This is an optimization exercise on Yosys and OpenROAD, whose aim is small area, not a production implementation.
RTL that was checked went through simulation tests only; none was proved equivalent to the original.
For runs 4 and 5, only the layout was checked, not whether the RTL still works.
No activity file was given, so power comes from the tool's default toggle rates.

--- flow/run.sh ---
#!/bin/bash
# synth_recipe.tcl (not shown) runs the flow's synth.tcl, then flattens the netlist and writes it again
# the make line also repeats each setting of config.mk as NAME=value (left out here)
make -C /OpenROAD-flow-scripts/flow DESIGN_CONFIG=/design/flow/config.mk WORK_HOME=/design/flow/orfs CLKGATE_MAP_FILE= SYNTH_SCRIPT=/design/flow/synth_recipe.tcl finish
--- flow/config.mk ---
export PLATFORM = sky130hd
export DESIGN_NAME = riscv
export DESIGN_NICKNAME = riscv
export VERILOG_FILES = /design/flow/design.v
export SDC_FILE = /design/flow/constraint.sdc
export NUM_CORES = 8
export LEC_CHECK = 0
export CAP_MARGIN = 0
export CORE_MARGIN = 2
export CORE_UTILIZATION = 45
export CTS_BUF_LIST = sky130_fd_sc_hd__clkbuf_8
export PLACE_DENSITY = 0.6
export SLEW_MARGIN = 0
export SYNTH_HIERARCHICAL = 1
--- flow/constraint.sdc ---
create_clock -name core_clock -period 15.0 [get_ports {clk}]
set_input_delay 3.0000 -clock core_clock [delete_from_list [all_inputs] [get_ports {clk}]]
set_output_delay 3.0000 -clock core_clock [all_outputs]
set_load 0.01 [all_outputs]
--- flow/design.v ---
module add_e (
    input  a, b, c,
    output s, nco, p, g
);
hax    h (.a(a), .b(b), .p(p), .g(g));
a21oix k (.a1(p), .a2(c), .b1(g), .y(nco));
xor2x  x (.a(p), .b(c), .y(s));
endmodule
module add_o (
    input  a, b, nc,
    output s, co, np, ng
);
xnor2x n1 (.a(a), .b(b), .y(np));
nand2x n2 (.a(a), .b(b), .y(ng));
o21aix k  (.a1(np), .a2(nc), .b1(ng), .y(co));
xor2x  x  (.a(np), .b(nc), .y(s));
endmodule
module addchain #(parameter N = 32) (
    input  [N-1:0] a,
    input  [N-1:0] b,
    input          ci,
    output [N-1:0] s,
    output [N-1:0] pp,
    output [N-1:0] gg
);
wire [N:0] c;       
assign c[0] = ci;
genvar i;
generate
    for (i = 0; i < N; i = i + 1) begin : bit_
        if (i % 2 == 0) begin : e
            add_e u (.a(a[i]), .b(b[i]), .c(c[i]), .s(s[i]), .nco(c[i+1]), .p(pp[i]), .g(gg[i]));
        end else begin : o
            add_o u (.a(a[i]), .b(b[i]), .nc(c[i]), .s(s[i]), .co(c[i+1]), .np(pp[i]), .ng(gg[i]));
        end
    end
endgenerate
endmodule
module shifter (
    input  [31:0] an,
    input  [4:0]  sa,
    input         fill,
    output [31:0] y
);
wire [31:0] s0 = an;
wire [31:0] s1, s2, s3, s4;
wire fn = ~fill;
genvar i;
generate
    for (i = 0; i < 32; i = i + 1) begin : m
        mux2ix u1 (.s(sa[0]), .a0(s0[i]), .a1(i + 1  < 32 ? s0[i+1]  : fn),   .y(s1[i]));
        mux2ix u2 (.s(sa[1]), .a0(s1[i]), .a1(i + 2  < 32 ? s1[i+2]  : fill), .y(s2[i]));
        mux2ix u3 (.s(sa[2]), .a0(s2[i]), .a1(i + 4  < 32 ? s2[i+4]  : fn),   .y(s3[i]));
        mux2ix u4 (.s(sa[3]), .a0(s3[i]), .a1(i + 8  < 32 ? s3[i+8]  : fill), .y(s4[i]));
        mux2ix u5 (.s(sa[4]), .a0(s4[i]), .a1(i + 16 < 32 ? s4[i+16] : fn),   .y(y[i]));
    end
endgenerate
endmodule
module ao222i(input a1, a2, b1, b2, c1, c2, output y);
assign y = ~((a1 & a2) | (b1 & b2) | (c1 & c2));
endmodule
module nand4x(input a, b, c, d, output y);
assign y = ~(a & b & c & d);
endmodule
module nand3x(input a, b, c, output y);
assign y = ~(a & b & c);
endmodule
module nand2x(input a, b, output y);
assign y = ~(a & b);
endmodule
module or3x(input a, b, c, output y);
assign y = a | b | c;
endmodule
module xor2x(input a, b, output y);
assign y = a ^ b;
endmodule
module xnor2x(input a, b, output y);
assign y = ~(a ^ b);
endmodule
module a21oix(input a1, a2, b1, output y);
assign y = ~((a1 & a2) | b1);
endmodule
module o21aix(input a1, a2, b1, output y);
assign y = ~((a1 | a2) & b1);
endmodule
module mux2ix(input s, a0, a1, output y);
assign y = ~(s ? a1 : a0);
endmodule
module hax(input a, b, output p, g);
assign p = a ^ b;
assign g = a & b;
endmodule
module dec5 (
    input  [4:0]  a,
    output [30:0] y
);
genvar k;
generate
    for (k = 1; k < 32; k = k + 1) begin : d
        assign y[k-1] = (a == k);
    end
endgenerate
endmodule
module rf_rdport (
    input  [30:0]  sel,
    input  [991:0] q,       
    output [31:0]  rd
);
genvar j, k;
generate
    for (j = 0; j < 32; j = j + 1) begin : b
        wire [30:0] d;
        for (k = 0; k < 31; k = k + 1) begin : t
            assign d[k] = q[32*k + j];
        end
        rdbit u (.s(sel), .d(d), .y(rd[j]));
    end
endgenerate
endmodule
module rdbit (
    input  [30:0] s,
    input  [30:0] d,
    output        y
);
wire [10:0] n;
genvar k;
generate
    for (k = 0; k < 10; k = k + 1) begin : g
        ao222i u (.a1(s[3*k]), .a2(d[3*k]), .b1(s[3*k+1]), .b2(d[3*k+1]),
                  .c1(s[3*k+2]), .c2(d[3*k+2]), .y(n[k]));
    end
endgenerate
nand2x u10 (.a(s[30]), .b(d[30]), .y(n[10]));
wire p0, p1, p2;
nand4x v0 (.a(n[0]), .b(n[1]), .c(n[2]), .d(n[3]), .y(p0));
nand4x v1 (.a(n[4]), .b(n[5]), .c(n[6]), .d(n[7]), .y(p1));
nand3x v2 (.a(n[8]), .b(n[9]), .c(n[10]), .y(p2));
or3x w (.a(p0), .b(p1), .c(p2), .y(y));
endmodule
module riscv(
    input clk,
    input reset,
    input [4:0] debug_reg_select,
    output [31:0] debug_reg_out,
    output [31:0] fetchPC,
    input  [31:0] imem_rdata,
    output [31:0] dmem_addr,
    output [31:0] dmem_wdata,
    output        dmem_we,
    output [1:0]  dmem_size,
    input  [31:0] dmem_rdata
);
wire [31:0] ins = imem_rdata;
wire b6 = ins[6];
wire b5 = ins[5];
wire b4 = ins[4];
wire b3 = ins[3];
wire b2 = ins[2];
wire [2:0] f3 = ins[14:12];
wire nr = ~reset;
wire is_load   = ~b6 & ~b5 & ~b4;
wire is_store  = ~b6 &  b5 & ~b4;
wire is_aluop  =  b4 & ~b2;             
wire is_op     =  b4 & ~b2 & b5;        
wire is_lui    =  b5 & b4 & b2;
wire is_auipc  = ~b5 & b4 & b2;
wire is_branch =  b6 & ~b2;
wire is_jal    =  b3;
wire is_jalr   =  b6 & b2 & ~b3;
wire is_link   =  b6 & b2;              
wire reg_write = ~(b5 & ~b4 & ~b2);     
reg  [31:0] pc;
wire [31:0] pc4;
wire [31:0] tgt;
wire [31:0] npc;
wire [31:2] ic;
assign ic[2] = 1'b1;
genvar gi;
generate
    for (gi = 2; gi < 32; gi = gi + 1) begin : inc
        assign pc4[gi] = pc[gi] ^ ic[gi];
        if (gi < 31) begin : c
            assign ic[gi+1] = ic[gi] & pc[gi];
        end
    end
endgenerate
assign pc4[1:0] = pc[1:0];
wire [31:0] imm_t;
assign imm_t[0]     = 1'b0;
assign imm_t[4:1]   = b6 ? (b3 ? ins[24:21] : ins[11:8]) : 4'b0;
assign imm_t[10:5]  = b6 ? ins[30:25] : 6'b0;
assign imm_t[11]    = b6 & (b3 ? ins[20] : ins[7]);
assign imm_t[19:12] = b2 ? ins[19:12] : {8{ins[31]}};
assign imm_t[31:20] = b6 ? {12{ins[31]}} : ins[31:20];
wire [31:2] tgt_pp, tgt_gg;
assign tgt[0] = pc[0];
assign tgt[1] = pc[1] ^ imm_t[1];
addchain #(30) tgt_add (.a(pc[31:2]), .b(imm_t[31:2]), .ci(pc[1] & imm_t[1]),
                        .s(tgt[31:2]), .pp(tgt_pp), .gg(tgt_gg));
wire [31:0] rs1, rs2, wd;
wire [991:0] q;
wire [30:0] wdec, sel1, sel2, sel3;
dec5 dec_w (.a(ins[11:7]), .y(wdec));
generate
    for (gi = 1; gi < 32; gi = gi + 1) begin : x
        reg [31:0] r;
        always @(posedge clk)
            if (reset | (reg_write & wdec[gi-1]))
                r <= wd;
        assign q[32*(gi-1) +: 32] = r;
    end
endgenerate
dec5 dec_1 (.a(ins[19:15]), .y(sel1));
dec5 dec_2 (.a(ins[24:20]), .y(sel2));
dec5 dec_3 (.a(debug_reg_select), .y(sel3));
rf_rdport rp1 (.sel(sel1), .q(q), .rd(rs1));
rf_rdport rp2 (.sel(sel2), .q(q), .rd(rs2));
rf_rdport rp3 (.sel(sel3), .q(q), .rd(debug_reg_out));
wire store_a = b5 & ~b6;
wire [31:0] imm_a = {{21{ins[31]}}, ins[30:25], store_a ? ins[11:7] : ins[24:20]};
wire use_rs2 = b5 & ~b2 & (b4 | b6);    
wire [31:0] srcb = use_rs2 ? rs2 : imm_a;
wire sub = is_branch | (is_aluop & ~f3[2] & f3[1]) | (is_op & (f3 == 3'b000) & ins[30]);
wire [31:0] sum, pp, gg;
addchain #(32) alu_add (.a(rs1), .b(srcb ^ {32{sub}}), .ci(sub), .s(sum), .pp(pp), .gg(gg));
wire [31:0] p, g;
generate
    for (gi = 0; gi < 32; gi = gi + 1) begin : pg
        if (gi % 2 == 0) begin : e
            assign p[gi] = pp[gi];
            assign g[gi] = gg[gi];
        end else begin : o
            assign p[gi] = ~pp[gi];
            assign g[gi] = ~gg[gi];
        end
    end
endgenerate
wire sdiff = rs1[31] ^ srcb[31];
wire lt  = sdiff ? rs1[31]  : sum[31];
wire ltu = sdiff ? srcb[31] : sum[31];
wire eq  = &p;                           
wire cond = (f3[2] ? (f3[1] ? ltu : lt) : eq) ^ f3[0];
wire take = is_jal | (is_branch & cond);
wire left = ~f3[2];
wire [31:0] shin_n, shr, shr_rev;
generate
    for (gi = 0; gi < 32; gi = gi + 1) begin : rev
        mux2ix u (.s(left), .a0(rs1[gi]), .a1(rs1[31-gi]), .y(shin_n[gi]));
        assign shr_rev[gi] = shr[31-gi];
    end
endgenerate
shifter sh (.an(shin_n), .sa(srcb[4:0]), .fill(ins[30] & rs1[31]), .y(shr));
wire sx = ~f3[2];
wire [31:0] ld;
assign ld[7:0]   = dmem_rdata[7:0];
assign ld[15:8]  = (f3[1] | f3[0]) ? dmem_rdata[15:8] : {8{sx & dmem_rdata[7]}};
assign ld[31:16] = f3[1] ? dmem_rdata[31:16] : {16{sx & (f3[0] ? dmem_rdata[15] : dmem_rdata[7])}};
wire a_nr   = is_aluop & nr;
wire s_sum  = a_nr & (f3 == 3'b000);
wire s_lui  = is_lui & nr;
wire s_sll  = a_nr & (f3 == 3'b001);
wire s_slt  = a_nr & (f3 == 3'b010);
wire s_sltu = a_nr & (f3 == 3'b011);
wire s_sr   = a_nr & (f3 == 3'b101);
wire s_p    = a_nr & f3[2] & ~f3[0];                 
wire s_g    = a_nr & f3[2] & f3[1];                  
wire s_ld   = is_load & nr;
wire s_pc4  = is_link & nr;
wire s_tgt  = is_auipc & nr;
assign wd = ({32{s_sum}} & sum)
          | ({32{s_sll}} & shr_rev)
          | ({32{s_sr}}  & shr)
          | {31'b0, (s_slt & lt) | (s_sltu & ltu)}
          | ({32{s_p}}   & p)
          | ({32{s_g}}   & g)
          | ({32{s_ld}}  & ld)
          | ({32{s_pc4}} & pc4)
          | ({32{s_tgt}} & tgt)
          | ({32{s_lui}} & {ins[31:12], 12'b0});
wire n_sum = nr & is_jalr;
wire n_tgt = nr & take;
wire n_pc4 = nr & ~is_jalr & ~take;
assign npc = ({32{n_sum}} & sum) | ({32{n_tgt}} & tgt) | ({32{n_pc4}} & pc4);
always @(posedge clk)
    pc <= npc;
assign fetchPC    = pc;
assign dmem_addr  = sum;
assign dmem_wdata = rs2;
assign dmem_we    = is_store;
assign dmem_size  = {f3[1], f3[1] | f3[0]};
endmodule
==> results.txt, run 1 <==
status=finished clean; 1st-iter DRT viols=15300; drt wl/cell=43.1 um; Sequential Area=30400 um2; PwrDens=141 nW/um2; Slew headroom=12.0%; initial antenna violation count=16; Tot Pwr=8700 uW; die height=343 um; RePlAce Congestion=1.03; P_leak=0.0214 uW; grt peak-use layer=met2; # nets final=4436; maximum clock path buffer count=3; dpl hpwl=168000 um; clock latency on the worst-skew pair=0.90 ns; startpoint types=input pin; Setup TNS Final=0 ns; M2 GR Usage=61.0%; number of top-level pins=202; CTS clock-pin slew for the worst setup and hold paths=0.06 ns; GR Util met1=54.5%; CTS tree=built; Critical Path AT=11.47 ns; vias post-DR=48900; slowest cell on the critical path=clkdlybuf4s50_1; WP buf/inv=4; area of the multi-input gates=21700 um2; Remaining Overflow, GRT=0; Worst Skew=0.0400 ns; CP Capture Type=output pin; worst-path maximum fanout=6; Mapped Cells=3734; crit path time final=14.47 ns; Crit path largest cell delay=0.59 ns; Syn Area/Cell=13.8 um2; Port Buffer Count=199; Synth Warn #=7; drt first pass iters=15; All-Layer GR Usage=42.1%; Initial Util=45.3%; Die X=343 um; Fill cells=9742; Fin. Hold Viols=0; CTS Buf Count=172; final period utilization=96.4%; Mapped Nets=3865; DR DRC count=0; unrepaired setup endpoints after global routing=no; Worst Tran Pin Value=1.32 ns; crit path kind=input pin to output pin; hold_buf cts=0; htree depth=4; routed vias/inst=8.18; Die Area=118000 um2; final WL=257000 um; first-pass GRT wire length=349000 um; Final Max Tran Viols=0; endpoints failing setup=0; Peak Freq=0.0691 GHz; Layout area overhead=19.2%; Worst path most repeated cell=a21oi_2; peak supply drop=0.0734 mV; met3 GRT Util=12.3%; number of max-cap violations=0; Mapped Area=51700 um2; row count=124; Core ar.=114000 um2; Min-Delay Path Class=register to register; antenna-violating nets left=0; vias in the first global route=44400; largest net degree at the start of global routing=44; CTS Sinks=1024; clock root cell=clkbuf_8; required time of the worst setup path=12.00 ns; delay-heaviest family, CP=compound AO/OA/AOI/OAI gates; layout cell share with drive strength beyond 1=16.4%
-- tightest hold or removal path: stages (launching register included) --
cell     delay, ns
dfxtp_1       0.35
o21ai_0       0.10
a21oi_1       0.06
-- state kept, by name, summed over array words and instances (netlist names) --
signal / cells
x.r: 992
pc: 32
-- repair_timing --
action | 4_1_cts | 5_1_grt
pin swaps | 1 | 4
setup buffers | 1 | 1
gates cloned | 0 | 0
endpoints found under the setup margin | 2 | 5
resized for setup | 2 | 19
-- placed cells by master (no fill, tap or decap), drive strengths merged, types with 74 or more instances in the layout --
| master | instances |
|---|---|
| clkbuf | 179 |
| nor2 | 145 |
| o21ai | 74 |
| clkdlybuf4s50 | 188 |
| nand4 | 230 |
| buf | 294 |
| a222oi | 1007 |
| nand2 | 212 |
| or3 | 101 |
| mux2i | 207 |
| edfxtp | 992 |
| inv | 82 |
| nand3 | 112 |
-- layer usage --
| layer | share of wire [%] | vias to the layer above |
|---|---|---|
| met4 | 8.5 | 0 |
| met2 | 42 | 5229 |
| met1 | 34 | 23800 |
| met3 | 16 | 883 |
| met5 | 0 | - |
| li1 | - | 19000 |
-- final timing paths --
path	start	end	slack (ns)	cells past startpoint
hold reg to reg	pc[0]	pc[0]	0.56	2
setup / recovery	imem_rdata[23]	dmem_addr[31]	0.53	45
setup reg to reg	x[10].r[0]	pc[17]	5.17	47
hold / removal	pc[0]	pc[0]	0.56	2
-- metrics by stage --
step	hold slack (ns)	util [%]	cell area, um2	instances	setup slack [ns]
floorplan	0.464	-	51700	3734	0.0404
global placement	0.523	51.0	58300	5641	-0.0148
detailed placement	0.539	51.0	58300	5641	-0.0390
CTS	0.549	53.9	61600	5961	0.00673
global route	0.575	53.9	61600	5965	0.0172
finish	0.564	53.9	61600	5973	0.533
-- final cells by class --
type / instances / share of cell area (%)
Antenna cell: 11 / 0.0447
Clock buffer: 174 / 3.89
Clock inverter: 145 / 1.42
Inverter: 16 / 0.0975
Multi-Input combinational cell: 2599 / 35.2
Sequential cell: 1024 / 49.4
Tap cell: 1512 / 3.07
Timing Repair Buffer: 492 / 6.84
-- power by group --
group	leakage, uW	switching [uW]	internal [uW]
registers	0.0105	317	3700
clock network	0.00187	1220	1220
logic	0.00909	1490	750
total	0.0214	3030	5670
==> inputs of run 2 (changes only) <==
--- a/flow/config.mk
+++ b/flow/config.mk
@@ -9,5 +9,5 @@
 export CORE_MARGIN = 2
 export CORE_UTILIZATION = 45
-export CTS_BUF_LIST = sky130_fd_sc_hd__clkbuf_8
+export CTS_BUF_LIST = sky130_fd_sc_hd__clkbuf_4
 export PLACE_DENSITY = 0.6
 export SLEW_MARGIN = 0
==> run 2 against run 1 <==
- still clean on timing, DRC and antenna
- via count increased by 1.8%
- first-iteration DRC count down 0.37%
- register-to-register slack improved by 0.04 ns
- combinational power about the same
- routed wire length grew 0.13%
- die area unchanged
- critical path depth down 1
- largest power group unchanged
==> results.txt, run 2 <==
status=finished clean; unrepaired setup endpoints after global routing=no; crit path from=imem_rdata[20]; drt first pass iters=13; Worst path most repeated cell=a21oi_2; Slew headroom=6.77%; Remaining Overflow, GRT=0; r2r startpoint=x[1].r[0]; vias post-DR=49800; Worst Skew=0.127 ns; routed vias/inst=8.11; Die Area=118000 um2; clock root cell=clkbuf_4; Setup crit end=dmem_addr[31]; startpoint types=input pin; Fill cells=9802; number of max-cap violations=0; Fin. Hold Viols=0; # nets final=4557; Final Max Tran Viols=0; Die X=343 um; first-pass GRT wire length=349000 um; final period utilization=96.5%; Tot Pwr=8760 uW; CTS Buf Count=293; All-Layer GR Usage=42.2%; Worst Tran Pin Value=1.40 ns; length in cells of the worst reg-to-reg path=47; Initial Util=45.3%; Syn Area/Cell=13.8 um2; initial antenna violation count=17; Layout area overhead=19.5%; Setup TNS Final=0 ns; CP Capture Type=output pin; CTS clock-pin slew for the worst setup and hold paths=0.05 ns; vias in the first global route=45600; Peak Freq=0.0691 GHz; crit path time final=14.47 ns; Sequential Area=30400 um2; Largest register FFs=992; required time of the worst setup path=12.00 ns; final WL=258000 um; row count=124; Port Buffer Count=199; htree depth=5; CTS Sinks=1024; P_leak=0.0217 uW; Critical Path AT=11.47 ns; worst-path maximum fanout=9; final hold slack=0.546 ns; number of top-level pins=202; RR Endpoint=pc[7]; DR DRC count=0; Synth Warn #=7; CTS tree=built; hold_buf cts=0; layout cell share with drive strength beyond 1=20.4%; antenna-violating nets left=0; Final Util=54.1%; largest registers=x.r x992, pc x32; clock latency on the worst-skew pair=1.23 ns; RePlAce Congestion=1.03; PwrDens=142 nW/um2; drt wl/cell=42.0 um; dpl hpwl=168000 um; leading cell type in the layout, fill and taps excluded=a222oi_1; Core ar.=114000 um2; 1st-iter DRT viols=15300; slowest cell on the critical path=clkdlybuf4s50_1; R2R setup slack=5.21 ns; Mapped Nets=3865; Mapped Cells=3734; peak supply drop=0.0644 mV; Biggest register=x.r; die height=343 um; Mapped Area=51700 um2; Crit path largest cell delay=0.59 ns; endpoints failing setup=0; area of the multi-input gates=21700 um2; Min-Delay Path Class=register to register; most frequent cells in the layout=1007 x a222oi_1, 992 x edfxtp_1, 406 x clkbuf_4; maximum clock path buffer count=4; crit path kind=input pin to output pin; largest net degree at the start of global routing=44
==> run 2: per-layer routing <==
| layer | GRT usage (%) | vias up | part of all wire, % |
|---|---|---|---|
| met3 | 12.5 | 949 | 16 |
| met5 | 0 | - | 0.015 |
| li1 | - | 19300 | - |
| met4 | 29.7 | 4 | 8.7 |
| met2 | 60.8 | 5448 | 41 |
| met1 | 54.4 | 24000 | 33 |
==> run 2: repair_timing <==
item | CTS | global route
pin swaps | 1 | 5
gates resized for setup | 2 | 19
cloned | 0 | 0
setup buffers | 1 | 1
setup endpoints to repair | 2 | 5
==> run 2: stage by stage <==
step	cell area, um2	cells	worst slack, ns
final	61800	6135	0.531
after global routing	61700	6122	0.0524
after CTS	61700	6119	0.00695
after detailed placement	58300	5641	-0.0390
after global placement	58300	5641	-0.0148
after floorplan	51700	3734	0.0404
==> run 2: critical path: cells and delay by family <==
family	cells	cell delay, ns
buf+inv	3	1.21
fa+ha+maj	1	0.32
compound gates	33	5.32
xor+xnor	2	0.39
simple gates	5	1.23
==> run 2: where the power goes <==
part           total (uW)  internal [uW]  switching (uW)
Combinational        2250            750            1500
Clock                2500           1290            1210
Sequential           4020           3700             316
Total                8760           5750            3020
==> run 2: worst min-delay path by stage <==
stage,startpoint,endpoint,slack (ns),depth (start not counted)
2_1_floorplan,pc[0],pc[0],0.46,2
3_3_place_gp,pc[0],pc[0],0.52,2
3_5_place_dp,pc[0],pc[0],0.54,2
4_1_cts,pc[0],pc[0],0.55,2
5_1_grt,pc[0],pc[0],0.57,2
6_report,pc[0],pc[0],0.55,2
==> run 2: cell type report <==
type                       count  share of cell area (%)
tap                         1512                    3.06
antenna                       15                  0.0608
inverter                      16                  0.0972
clock inverter                71                   0.600
multi-input combinational   2599                    35.1
sequential                  1024                    49.3
timing repair buffer         492                    6.83
clock buffer                 406                    4.94
==> inputs of run 3 (changes only) <==
--- a/flow/config.mk
+++ b/flow/config.mk
@@ -8,7 +8,9 @@
 export CAP_MARGIN = 0
 export CORE_MARGIN = 2
-export CORE_UTILIZATION = 45
-export CTS_BUF_LIST = sky130_fd_sc_hd__clkbuf_4
-export PLACE_DENSITY = 0.6
+export CORE_UTILIZATION = 60
+export CTS_BUF_LIST = sky130_fd_sc_hd__clkbuf_16
+export CTS_CLUSTER_DIAMETER = 80
+export CTS_CLUSTER_SIZE = 30
+export PLACE_DENSITY = 0.75
 export SLEW_MARGIN = 0
 export SYNTH_HIERARCHICAL = 1
==> run 3 against run 2 <==
- largest cell class unchanged
- sequential power barely moved
- area after synthesis unchanged
- combinational power hardly changed
- still clean on timing, DRC and antenna
- sequential share of layout area rose by 1.9 points
- largest power group unchanged
- clock power down 37%
- routed wire length shrank 3.7%
- cell count fell by 12%
- worst hold slack improved by 0.0078 ns
- power fell by 11%
- final area decreased by 3.7%
- die area is 25% lower
- worst setup slack got worse by 0.096 ns
==> results.txt, run 3 <==
Largest register FFs=992; Die Area=88500 um2; most frequent cells in the layout=1007 x a222oi_1, 992 x edfxtp_1, 306 x buf_4; die height=297 um; unrepaired setup endpoints after global routing=no; CTS clock-pin slew for the worst setup and hold paths=0.10 ns; worst hold path depth=2; Mapped Cells=3734; status=finished clean; endpoints failing setup=0; dpl hpwl=162000 um; Initial Util=60.6%; R2R setup slack=5.31 ns; crit path time final=14.57 ns; layout cell share with drive strength beyond 1=13.8%; Syn Area/Cell=13.8 um2; Slew headroom=7.65%; CTS Sinks=1024; slowest cell on the critical path=clkdlybuf4s50_1; RePlAce Congestion=1.08; startpoint types=input pin; leading cell type in the layout, fill and taps excluded=a222oi_1; clock latency on the worst-skew pair=0.70 ns; 1st-iter DRT viols=17900; Worst Tran Pin Value=1.38 ns; placed cells=5288; length in cells of the worst reg-to-reg path=45; hold_buf cts=0; Port Buffer Count=199; initial antenna violation count=37; Critical Path AT=11.57 ns; r2r startpoint=x[10].r[0]; PwrDens=132 nW/um2; Layout area overhead=15.1%; htree depth=2; Min-Delay Path Class=register to register; Biggest register=x.r; drt first pass iters=22; vias in the first global route=45600; Fin. Hold Viols=0; Peak Freq=0.0687 GHz; maximum clock path buffer count=3; final period utilization=97.1%; final WL=248000 um; routed vias/inst=9.29; Worst Skew=0.0699 ns; antenna-violating nets left=0; row count=107; DR DRC count=0; clock root cell=clkbuf_16; largest registers=x.r x992, pc x32; P_leak=0.0204 uW; CP Capture Type=output pin; number of top-level pins=202; CTS Buf Count=46; Die X=297 um; first-pass GRT wire length=340000 um; Layout Cells excl Fill=5394; largest net degree at the start of global routing=44; worst-path maximum fanout=8; Remaining Overflow, GRT=0; Mapped Area=51700 um2; Mapped Nets=3865; RR Endpoint=pc[8]; CTS tree=built; Worst Hold End=pc[0]; required time of the worst setup path=12.00 ns; Core ar.=85300 um2; drt wl/cell=46.0 um; # nets final=4326; vias post-DR=50100; number of max-cap violations=0; peak supply drop=0.162 mV; final hold slack=0.554 ns; All-Layer GR Usage=53.8%; Crit path largest cell delay=0.58 ns; Synth Warn #=7; Hold Crit Start=pc[0]; Worst path most repeated cell=a21oi_2; Fill cells=6060; Setup TNS Final=0 ns; Final Max Tran Viols=0; crit path kind=input pin to output pin
## run 3: cell count changes in the layout (fill, tap and decap cells not counted), sizes merged, moves of 4 or more
| cell | delta |
|---|---|
| buf | +16 |
| clkbuf | -363 |
| clkinv | -50 |
| diode | +19 |
| inv | +4 |
## run 3: where the power goes
| group | internal (uW) | switching [uW] | total [uW] |
|---|---|---|---|
| combinational | 748 | 1490 | 2240 |
| clock | 620 | 950 | 1570 |
| sequential | 3700 | 334 | 4030 |
## run 3: per-layer routing
metal / track usage, % / wire (um) / vias to the layer above
li1: - / - / 18700
met5: 0 / 239 / -
met3: 23.4 / 48800 / 1655
met2: 76.2 / 98600 / 6441
met4: 38.5 / 26400 / 34
met1: 65.8 / 74000 / 23300
## run 3: worst max-delay path, delay by kind of cell
kind / cells / cell delay [ns]
simple gates: 5 / 1.10
compound gates: 33 / 5.26
fa+ha+maj: 1 / 0.33
xor+xnor: 2 / 0.39
buf+inv: 4 / 1.48
## run 3: worst max-delay path by stage
stage / start / cells past startpoint / slack [ns] / end
after floorplan: imem_rdata[24] / 40 / 0.04 / dmem_addr[31]
after global placement: imem_rdata[22] / 45 / 0.16 / dmem_addr[31]
after detailed placement: imem_rdata[20] / 43 / 0.15 / dmem_addr[31]
after CTS: imem_rdata[21] / 43 / 0.11 / dmem_addr[31]
after global routing: imem_rdata[24] / 45 / 0.05 / dmem_addr[31]
final: imem_rdata[24] / 45 / 0.43 / dmem_addr[31]
## run 3: through the flow
stage / total power [uW] / util [%] / setup slack, ns / area [um2]
floorplan: 5010 / - / 0.0404 / 51700
finish: 7840 / 69.8 / 0.434 / 59500
global placement: 6100 / 67.8 / 0.161 / 57800
global route: 7960 / 69.7 / 0.0524 / 59400
detailed placement: 6160 / 67.8 / 0.149 / 57800
CTS: 7640 / 69.6 / 0.108 / 59300
## run 3: final cells by class
type,count,area [um2],share of cell area [%]
flip-flops and latches,1024,30400,51.1
inverters,16,60.1,0.101
multi-input cells,2599,21600,36.4
clock buffers,47,1180,1.98
repair buffers,508,4360,7.34
diodes,34,85.1,0.143
clock inverters,22,302,0.507
well taps,1144,1430,2.41
## run 3: timing repair
| action | 4_1_cts | 5_1_grt |
|---|---|---|
| buffers inserted | 0 | 3 |
| gates resized for setup | 0 | 17 |
| hold endpoints to repair | 0 | 0 |
| setup endpoints to repair | 0 | 4 |
==> inputs of run 4 (changes only) <==
--- a/flow/design.v
+++ b/flow/design.v
@@ -211,5 +211,5 @@
     end
 endgenerate
-dec5 dec_1 (.a(ins[19:15]), .y(sel1));
+dec5 dec_1 (.a(ins[19:15] & {5{~(b4 & b2)}}), .y(sel1));
 dec5 dec_2 (.a(ins[24:20]), .y(sel2));
 dec5 dec_3 (.a(debug_reg_select), .y(sel3));
@@ -217,6 +217,10 @@
 rf_rdport rp2 (.sel(sel2), .q(q), .rd(rs2));
 rf_rdport rp3 (.sel(sel3), .q(q), .rd(debug_reg_out));
+wire lui_a   = b4 & b2;
 wire store_a = b5 & ~b6;
-wire [31:0] imm_a = {{21{ins[31]}}, ins[30:25], store_a ? ins[11:7] : ins[24:20]};
+wire [31:0] imm_a;
+assign imm_a[4:0]   = lui_a ? 5'b0 : (store_a ? ins[11:7] : ins[24:20]);
+assign imm_a[11:5]  = lui_a ? 7'b0 : ins[31:25];
+assign imm_a[31:12] = lui_a ? ins[31:12] : {20{ins[31]}};
 wire use_rs2 = b5 & ~b2 & (b4 | b6);    
 wire [31:0] srcb = use_rs2 ? rs2 : imm_a;
@@ -257,6 +261,5 @@
 assign ld[31:16] = f3[1] ? dmem_rdata[31:16] : {16{sx & (f3[0] ? dmem_rdata[15] : dmem_rdata[7])}};
 wire a_nr   = is_aluop & nr;
-wire s_sum  = a_nr & (f3 == 3'b000);
-wire s_lui  = is_lui & nr;
+wire s_sum  = (is_lui & nr) | (a_nr & (f3 == 3'b000));
 wire s_sll  = a_nr & (f3 == 3'b001);
 wire s_slt  = a_nr & (f3 == 3'b010);
@@ -276,6 +279,5 @@
           | ({32{s_ld}}  & ld)
           | ({32{s_pc4}} & pc4)
-          | ({32{s_tgt}} & tgt)
-          | ({32{s_lui}} & {ins[31:12], 12'b0});
+          | ({32{s_tgt}} & tgt);
 wire n_sum = nr & is_jalr;
 wire n_tgt = nr & take;
==> flow/config.mk (replaced) <==
export PLATFORM = sky130hd
export DESIGN_NAME = riscv
export DESIGN_NICKNAME = riscv
export VERILOG_FILES = /design/flow/design.v
export SDC_FILE = /design/flow/constraint.sdc
export NUM_CORES = 8
export LEC_CHECK = 0
export CAP_MARGIN = 20
export CORE_MARGIN = 2
export CORE_UTILIZATION = 25
export PLACE_DENSITY = 0.45
export SLEW_MARGIN = 20
export SYNTH_HIERARCHICAL = 1
==> run 4 against run 3 <==
- routed wire length grew 16%
- worst hold slack is essentially flat
- fmax grew 0.96%
- power grew 23%
- final area grew 9.7%
- area after synthesis grew 0.18%
- register-to-register slack gained 0.28 ns
- sequential power grew 3%
- flip-flop and latch count is the same
- sequential share of layout area shrank 4.5 points
- critical path type unchanged
- largest power group unchanged
==> results.txt, run 4 <==
status=finished clean; Final Max Tran Viols=0; Fin. Hold Viols=0; dpl hpwl=190000 um; routed vias/inst=6.71; Crit path largest cell delay=0.59 ns; Mapped Cells=3730; clock root cell=clkbuf_16; Setup TNS Final=0 ns; number of max-cap violations=0; endpoints failing setup=0; CP Capture Type=output pin; Mapped Area=51800 um2; clock latency on the worst-skew pair=0.79 ns; Min-Delay Path Class=register to register; die height=459 um; final WL=287000 um; CTS Buf Count=115; Synth Warn #=7; Sequential Area=30400 um2; P_leak=0.0224 uW; largest registers=x.r x992, pc x32; Layout area overhead=26.0%; antenna-violating nets left=0; initial antenna violation count=22; post-place setup slack=-0.223 ns; peak supply drop=0.100 mV; Biggest register=x.r; slowest cell on the critical path=clkdlybuf4s50_1; most frequent cells in the layout=992 x a222oi_1, 992 x edfxtp_1, 410 x buf_4; Final WS setup=0.573 ns; 1st-iter DRT viols=13900; Peak Freq=0.0693 GHz; Worst Tran Pin Value=1.01 ns; Worst path most repeated cell=a21oi_2; Post CTS Setup Buffer Count=0; htree depth=3; CTS Sinks=1024; Core ar.=206000 um2; Largest register FFs=992; Port Buffer Count=199; crit path kind=input pin to output pin; number of top-level pins=202; Critical Path AT=11.43 ns; Remaining Overflow, GRT=0; row count=167; final period utilization=96.2%; worst-path maximum fanout=7; All-Layer GR Usage=25.8%; Worst Skew=0.0804 ns; required time of the worst setup path=12.00 ns; startpoint types=input pin; hold_buf cts=0; maximum clock path buffer count=3; area of the multi-input gates=21800 um2; Slew headroom=32.5%; Fill cells=20600; Mapped Nets=3861; CTS clock-pin slew for the worst setup and hold paths=0.06 ns; layout cell share with drive strength beyond 1=18.4%; Die Area=211000 um2; # nets final=4535; RePlAce Congestion=0.946; drt first pass iters=17; PwrDens=148 nW/um2; Syn Area/Cell=13.9 um2; Initial Util=25.1%; vias in the first global route=44800; largest net degree at the start of global routing=43; DR DRC count=0; CTS tree=built; drt wl/cell=39.6 um; first-pass GRT wire length=380000 um; Die X=459 um; crit path time final=14.43 ns; vias post-DR=48600
[run 4: final timing paths]
check | end | start | cells after the start | slack (ns)
hold reg to reg | pc[0] | pc[0] | 2 | 0.55
setup reg to reg | pc[14] | x[13].r[0] | 46 | 5.59
setup / recovery | dmem_addr[29] | imem_rdata[4] | 45 | 0.57
hold / removal | pc[0] | pc[0] | 2 | 0.55
[run 4: area by class of cell]
type / instances / area share (%)
diodes: 33 / 0.127
clock buffers: 140 / 4.65
clock inverters: 75 / 1.18
inverters: 18 / 0.104
multi-input cells: 2603 / 33.3
flip-flops and latches: 1024 / 46.6
well taps: 2704 / 5.18
repair buffers: 642 / 8.77
[run 4: stage by stage]
| stage | hold slack [ns] | utilization (%) | total power (uW) | std cells | instance area [um2] |
|---|---|---|---|---|---|
| 3_3_place_gp | 0.532 | 29.7 | 6650 | 6991 | 61300 |
| 5_1_grt | 0.559 | 31.6 | 9890 | 7209 | 65200 |
| 4_1_cts | 0.558 | 31.5 | 9560 | 7206 | 65100 |
| 2_1_floorplan | 0.464 | - | 5200 | 3730 | 51800 |
| 3_5_place_dp | 0.545 | 29.7 | 6680 | 6991 | 61300 |
| 6_report | 0.553 | 31.6 | 9630 | 7239 | 65300 |
[run 4: layer usage]
layer / global-route usage (%) / wire length (um)
met1: 34.5 / 108000
met2: 37.5 / 118000
met3: 6.90 / 40000
met4: 14.9 / 21200
met5: 0 / 26
[run 4: power breakdown]
part / internal (uW) / switching, uW
Combinational: 882 / 1710
Clock: 1650 / 1260
Sequential: 3780 / 360
Total: 6310 / 3320
[run 4: worst max-delay path: cells and delay by family]
kind	cells	cell delay [ns]
compound gates	30	4.64
fa+ha+maj	1	0.33
xor+xnor	1	0.24
buf+inv	7	1.94
simple gates	6	1.26
[run 4: timing repair]
action | CTS | global route
pin swaps | 1 | 1
setup endpoints to repair | 4 | 5
resized for setup | 4 | 13
==> inputs of run 5 (changes only) <==
--- a/flow/config.mk
+++ b/flow/config.mk
@@ -8,6 +8,6 @@
 export CAP_MARGIN = 20
 export CORE_MARGIN = 2
-export CORE_UTILIZATION = 25
-export PLACE_DENSITY = 0.45
+export CORE_UTILIZATION = 45
+export PLACE_DENSITY = 0.6
 export SLEW_MARGIN = 20
 export SYNTH_HIERARCHICAL = 1
==> run 5 against run 4 <==
- highest routed layer unchanged
- largest power group unchanged
- clock power shrank 7.9%
- still clean
- clock skew shrank 0.035 ns
- global-route usage is 17 points higher
- final area down 3.6%
- non-clock buffer count shrank 41
==> results.txt, run 5 <==
routed vias/inst=8.17; clock root cell=clkbuf_16; P_leak=0.0219 uW; CTS Buf Count=109; Biggest register=x.r; metal2 WL=109000 um; Layout area overhead=21.5%; endpoints failing setup=0; clock latency on the worst-skew pair=0.74 ns; Initial Util=45.3%; Final Max Tran Viols=0; Die X=343 um; required time of the worst setup path=12.00 ns; Remaining Overflow, GRT=0; vias post-DR=48800; largest net degree at the start of global routing=43; Pint=6130 uW; final period utilization=97.6%; Peak Freq=0.0683 GHz; Critical Path AT=11.65 ns; vias in the first global route=45000; startpoint types=input pin; Psw=3170 uW; RePlAce Congestion=1.04; Top Metal Used=met5; number of max-cap violations=0; length of routed met3 wiring=42300 um; Slew headroom=16.8%; Setup TNS Final=0 ns; Min-Delay Path Class=register to register; CTS Sinks=1024; clock share of power=28.8%; Final WS setup=0.353 ns; post-place setup slack=-0.0943 ns; slowest cell on the critical path=or3_1; Worst path most repeated cell=a21oi_2; maximum clock path buffer count=3; final WL=260000 um; Metal-1 WL=84400 um; Worst Tran Pin Value=1.25 ns; row count=124; die height=343 um; crit path time final=14.65 ns; Worst Skew=0.0459 ns; worst-path maximum fanout=11; hold_buf cts=0; layout cell share with drive strength beyond 1=17.3%; CTS clock-pin slew for the worst setup and hold paths=0.06 ns; drt wl/cell=43.5 um; antenna-violating nets left=0; Crit path largest cell delay=0.62 ns; number of top-level pins=202; Syn Area/Cell=13.9 um2; Die Area=118000 um2; first-pass GRT wire length=350000 um; Sequential Power Share=44.5%; crit path kind=input pin to output pin; Mapped Cells=3730; Mapped Area=51800 um2; Synth Warn #=7; All-Layer GR Usage=42.4%; unrepaired setup endpoints after global routing=no; initial antenna violation count=23; Comb pwr share=26.7%; CP Capture Type=output pin; most frequent cells in the layout=992 x a222oi_1, 992 x edfxtp_1, 379 x buf_4; CTS tree=built; status=finished clean; drt first pass iters=22; PwrDens=148 nW/um2; peak supply drop=0.0912 mV; htree depth=3; # nets final=4488; dpl hpwl=170000 um; Core ar.=114000 um2; Fin. Hold Viols=0; R2R setup slack=5.32 ns; Port Buffer Count=199; Mapped Nets=3861; DR DRC count=0; Fill cells=9522; Switching Fraction=34.1%; 1st-iter DRT viols=15600; Largest register FFs=992; largest registers=x.r x992, pc x32
run 5: cell type report:
type                       count  area (um2)  share of cell area (%)
antenna                       14        35.0                  0.0557
clock buffer                 133        2840                    4.51
clock inverter                65         602                   0.957
inverter                      18        67.6                   0.107
multi-input combinational   2603       21700                    34.6
sequential                  1024       30400                    48.4
tap                         1512        1890                    3.01
timing repair buffer         601        5300                    8.42
run 5: per-stage QoR:
stage / hold WS, ns / instances / utilization [%] / cell area [um2] / power [uW]
2_1_floorplan: 0.464 / 3730 / - / 51800 / 5200
3_3_place_gp: 0.508 / 5753 / 51.9 / 59300 / 6510
3_5_place_dp: 0.501 / 5757 / 52.0 / 59400 / 6550
4_1_cts: 0.597 / 5955 / 55.0 / 62800 / 9170
5_1_grt: 0.597 / 5962 / 55.1 / 62900 / 9500
6_report: 0.598 / 5970 / 55.1 / 62900 / 9290
run 5: path summary, 6_finish.rpt:
kind	startpoint	endpoint	cells past startpoint
setup / recovery	imem_rdata[21]	dmem_addr[31]	46
setup reg to reg	x[22].r[0]	pc[17]	47
hold reg to reg	pc[0]	pc[0]	2
hold / removal	pc[0]	pc[0]	2
run 5: critical path, delay by kind of cell:
| kind | cells | cell delay [ns] |
|---|---|---|
| compound gates | 32 | 5.04 |
| buf+inv | 6 | 1.46 |
| simple gates | 5 | 1.43 |
| xor+xnor | 3 | 0.64 |
run 5: per-layer routing:
metal | GRT usage, % | up-vias
li1 | - | 19000
met1 | 53.1 | 23700
met2 | 62.8 | 5067
met3 | 12.7 | 1038
met4 | 29.8 | 18
met5 | 0 | -
run 5: power groups by stage:
| stage | Combinational (uW) | Sequential [uW] | Clock (uW) |
|---|---|---|---|
| after floorplan | 1100 | 4090 | 0 |
| after global placement | 2360 | 4140 | 0 |
| after detailed placement | 2380 | 4170 | 0 |
| after CTS | 2390 | 4110 | 2670 |
| after global routing | 2530 | 4180 | 2780 |
| final | 2480 | 4140 | 2670 |
run 5: timing repair:
item	4_1_cts	5_1_grt
pin swaps	2	3
endpoints found under the setup margin	2	4
gates resized for setup	3	11
buffers inserted	0	1
==> inputs of run 6 (changes only) <==
--- a/flow/design.v
+++ b/flow/design.v
@@ -211,5 +211,5 @@
     end
 endgenerate
-dec5 dec_1 (.a(ins[19:15] & {5{~(b4 & b2)}}), .y(sel1));
+dec5 dec_1 (.a(ins[19:15]), .y(sel1));
 dec5 dec_2 (.a(ins[24:20]), .y(sel2));
 dec5 dec_3 (.a(debug_reg_select), .y(sel3));
@@ -217,10 +217,6 @@
 rf_rdport rp2 (.sel(sel2), .q(q), .rd(rs2));
 rf_rdport rp3 (.sel(sel3), .q(q), .rd(debug_reg_out));
-wire lui_a   = b4 & b2;
 wire store_a = b5 & ~b6;
-wire [31:0] imm_a;
-assign imm_a[4:0]   = lui_a ? 5'b0 : (store_a ? ins[11:7] : ins[24:20]);
-assign imm_a[11:5]  = lui_a ? 7'b0 : ins[31:25];
-assign imm_a[31:12] = lui_a ? ins[31:12] : {20{ins[31]}};
+wire [31:0] imm_a = {{21{ins[31]}}, ins[30:25], store_a ? ins[11:7] : ins[24:20]};
 wire use_rs2 = b5 & ~b2 & (b4 | b6);    
 wire [31:0] srcb = use_rs2 ? rs2 : imm_a;
@@ -261,5 +257,6 @@
 assign ld[31:16] = f3[1] ? dmem_rdata[31:16] : {16{sx & (f3[0] ? dmem_rdata[15] : dmem_rdata[7])}};
 wire a_nr   = is_aluop & nr;
-wire s_sum  = (is_lui & nr) | (a_nr & (f3 == 3'b000));
+wire s_sum  = a_nr & (f3 == 3'b000);
+wire s_lui  = is_lui & nr;
 wire s_sll  = a_nr & (f3 == 3'b001);
 wire s_slt  = a_nr & (f3 == 3'b010);
@@ -279,5 +276,6 @@
           | ({32{s_ld}}  & ld)
           | ({32{s_pc4}} & pc4)
-          | ({32{s_tgt}} & tgt);
+          | ({32{s_tgt}} & tgt)
+          | ({32{s_lui}} & {ins[31:12], 12'b0});
 wire n_sum = nr & is_jalr;
 wire n_tgt = nr & take;
==> flow/flow/run.sh (new file) <==
#!/bin/bash
# Own layout flow: the standard ORFS flow (standard.sh, all steps), with
#  - every input and output port buffered by the smallest buffer, buf_1,
#    instead of the flow's default port buffer cell;
#  - the clock tree built from clkbuf_16 clusters of up to 30 sinks, without
#    dummy loads.
# Each ORFS step writes its full log under orfs/logs/; make's own output goes
# to make_finish.log in this folder.
set -euo pipefail
export BUFFER_PORTS_ARGS="-buffer_cell sky130_fd_sc_hd__buf_1"
export CTS_ARGS="-sink_clustering_enable -repair_clock_nets -dont_use_dummy_load -buf_list sky130_fd_sc_hd__clkbuf_16 -sink_clustering_size 30 -sink_clustering_max_diameter 80"
bash standard.sh > make_finish.log 2>&1
==> flow/standard.sh (new file) <==
#!/bin/bash
# synth_recipe.tcl (not shown) runs the flow's synth.tcl, then flattens the netlist and writes it again
# the make line also repeats each setting of config.mk as NAME=value (left out here)
make -C /OpenROAD-flow-scripts/flow DESIGN_CONFIG=/design/flow/config.mk WORK_HOME=/design/flow/orfs CLKGATE_MAP_FILE= SYNTH_SCRIPT=/design/flow/synth_recipe.tcl "${@:-finish}"
--- a/flow/config.mk
+++ b/flow/config.mk
@@ -6,8 +6,8 @@
 export NUM_CORES = 8
 export LEC_CHECK = 0
-export CAP_MARGIN = 20
+export CAP_MARGIN = 0
 export CORE_MARGIN = 2
-export CORE_UTILIZATION = 45
-export PLACE_DENSITY = 0.6
-export SLEW_MARGIN = 20
+export CORE_UTILIZATION = 60
+export PLACE_DENSITY = 0.75
+export SLEW_MARGIN = 0
 export SYNTH_HIERARCHICAL = 1
removed: flow/run.sh
==> run 6 against run 5 <==
- still clean
- sequential power fell by 3%
- routed wire length shrank 6.7%
- synthesized cell count grew 0.11%
- final area decreased by 8.9%
- flip-flop and latch count did not move
- global-route usage grew 10 points
==> results.txt, run 6 <==
drt first pass iters=28; number of max-cap violations=0; endpoints failing setup=0; vias in the first global route=44100; peak supply drop=0.127 mV; Biggest register=x.r; vias post-DR=49200; Post CTS Setup Buffer Count=0; worst-path maximum fanout=28; unrepaired setup endpoints after global routing=no; row count=107; Critical Path AT=11.63 ns; Layout Cells excl Fill=5277; CTS Buf Count=46; CTS tree=built; maximum clock path buffer count=3; Fill cells=6241; Worst Tran Pin Value=1.38 ns; Synth Warn #=7; Mapped Cells=3734; P_leak=0.0193 uW; Mapped Nets=3865; Syn Area/Cell=13.8 um2; All-Layer GR Usage=52.4%; Layout area overhead=10.9%; routed vias/inst=9.32; Largest register FFs=992; required time of the worst setup path=12.00 ns; Core ar.=85300 um2; CTS clock-pin slew for the worst setup and hold paths=0.05 ns; htree depth=2; Port Buffer Count=199; Initial Util=60.6%; largest registers=x.r x992, pc x32; 1st-iter DRT viols=17300; clock latency on the worst-skew pair=0.71 ns; Die X=297 um; Fin. Hold Viols=0; RePlAce Congestion=1.11; clock root cell=clkbuf_16; hold_buf cts=0; Remaining Overflow, GRT=0; initial antenna violation count=22; Slew headroom=8.26%; layout cell share with drive strength beyond 1=11.8%; placed cells=5213; CTS Sinks=1024; slowest cell on the critical path=a222oi_1; leading cell type in the layout, fill and taps excluded=a222oi_1; Worst path most repeated cell=a21oi_2; number of top-level pins=202; die height=297 um; drt wl/cell=45.9 um; cts repair resizes=0; Final Max Tran Viols=0; CP Capture Type=output pin; first-pass GRT wire length=331000 um; most frequent cells in the layout=1007 x a222oi_1, 992 x edfxtp_1, 230 x nand4_1; startpoint types=input pin; # nets final=4248; crit path kind=input pin to output pin; Min-Delay Path Class=register to register; Setup TNS Final=0 ns; PwrDens=130 nW/um2; DR DRC count=0; Mapped Area=51700 um2; final WL=242000 um; Crit path largest cell delay=0.61 ns; status=finished clean; final period utilization=97.5%; largest net degree at the start of global routing=44; dpl hpwl=154000 um; antenna-violating nets left=0; Peak Freq=0.0683 GHz; Worst Skew=0.139 ns; Die Area=88500 um2; crit path time final=14.63 ns
## run 6: cell types whose count changed in the layout (fill, tap and decap cells not counted), sizes merged, moves of 18 or more
cell	change
a221o	-43
a22o	-18
and2	-37
buf	+25
clkbuf	-85
clkdlybuf4s50	-195
clkinv	-50
nand2	-25
o211ai	+36
## run 6: worst max-delay path, delay by kind of cell
kind / cells / cell delay, ns
simple gates: 4 / 1.34
xor+xnor: 3 / 0.90
buf+inv: 4 / 1.14
compound gates: 28 / 5.22
## run 6: area by class of cell
cell class	instances	area [um2]	share of cell area, %
antenna	18	45.0	0.0786
clock buffer	46	1150	2.01
inverter	16	60.1	0.105
multi-input combinational	2599	21700	37.8
sequential	1024	30400	53.1
tap	1144	1430	2.50
timing repair buffer	430	2520	4.40
## run 6: worst paths after layout
path | depth (start not counted) | slack [ns] | startpoint | end
min reg2reg | 2 | 0.56 | pc[1] | pc[1]
max reg2reg | 46 | 4.77 | x[7].r[0] | pc[2]
min | 2 | 0.56 | pc[1] | pc[1]
max | 39 | 0.37 | imem_rdata[24] | dmem_addr[31]
## run 6: report_power, final
part	internal [uW]	leakage [uW]	switching, uW
Sequential	3700	0.0105	323
Clock	550	0.000567	875
Combinational	536	0.00824	1490
## run 6: stage by stage
stage / utilization [%] / total power [uW] / cell area [um2] / hold WS [ns] / setup WS (ns)
after global placement: 65.8 / 5860 / 56100 / 0.549 / 0.165
after global routing: 67.2 / 7560 / 57300 / 0.566 / 0.0190
final: 67.2 / 7470 / 57300 / 0.562 / 0.369
after floorplan: - / 5010 / 51700 / 0.464 / 0.0404
after CTS: 67.1 / 7260 / 57200 / 0.557 / 0.0793
after detailed placement: 65.8 / 5920 / 56100 / 0.549 / 0.117
## run 6: routing by layer
layer,share of wire [%],wire (um),GRT usage [%],vias to the layer above
met5,0.11,275,1.95,-
met4,11,27300,40.0,20
met3,20,48000,21.5,1514
met2,39,94000,72.1,6341
met1,30,72700,65.5,22900
li1,-,-,-,18400

[port drivers added, routing unchanged]
Ports are ideal in the flow. The routed layouts listed here were re-timed in OpenROAD. Step 1, drivers: a clkbuf_16 drives clk and a buf_2 each remaining input, both assumed. Step 2 times the ports against the registers' clock, not the clock port: input delays grow and output delays shrink by t, the midpoint of the rising clock arrivals with the driver on. a / b / c = ideal / step 1 / step 2; a / b = the first two.
| run | t (ns) | setup WS [ns] | hold WS [ns] |
|---|---|---|---|
| run 1 | 0.943 | 0.533 / 0.507 / 0.507 | 0.564 / 0.564 / 0.564 |
| run 2 | 1.243 | 0.531 / 0.505 / 0.505 | 0.546 / 0.546 / 0.546 |
| run 3 | 0.736 | 0.434 / 0.407 / 0.407 | 0.554 / 0.554 / 0.554 |
| run 4 | 0.835 | 0.573 / 0.538 / 0.538 | 0.553 / 0.553 / 0.553 |
| run 5 | 0.790 | 0.353 / 0.324 / 0.324 | 0.598 / 0.598 / 0.598 |
| run 6 | 0.715 | 0.369 / 0.342 / 0.342 | 0.562 / 0.562 / 0.562 |
After both steps setup and hold are still met in every run listed. For run 4, which loses most, drivers alone change the setup slack by -0.035 ns; drivers and shift together by -0.035 ns.
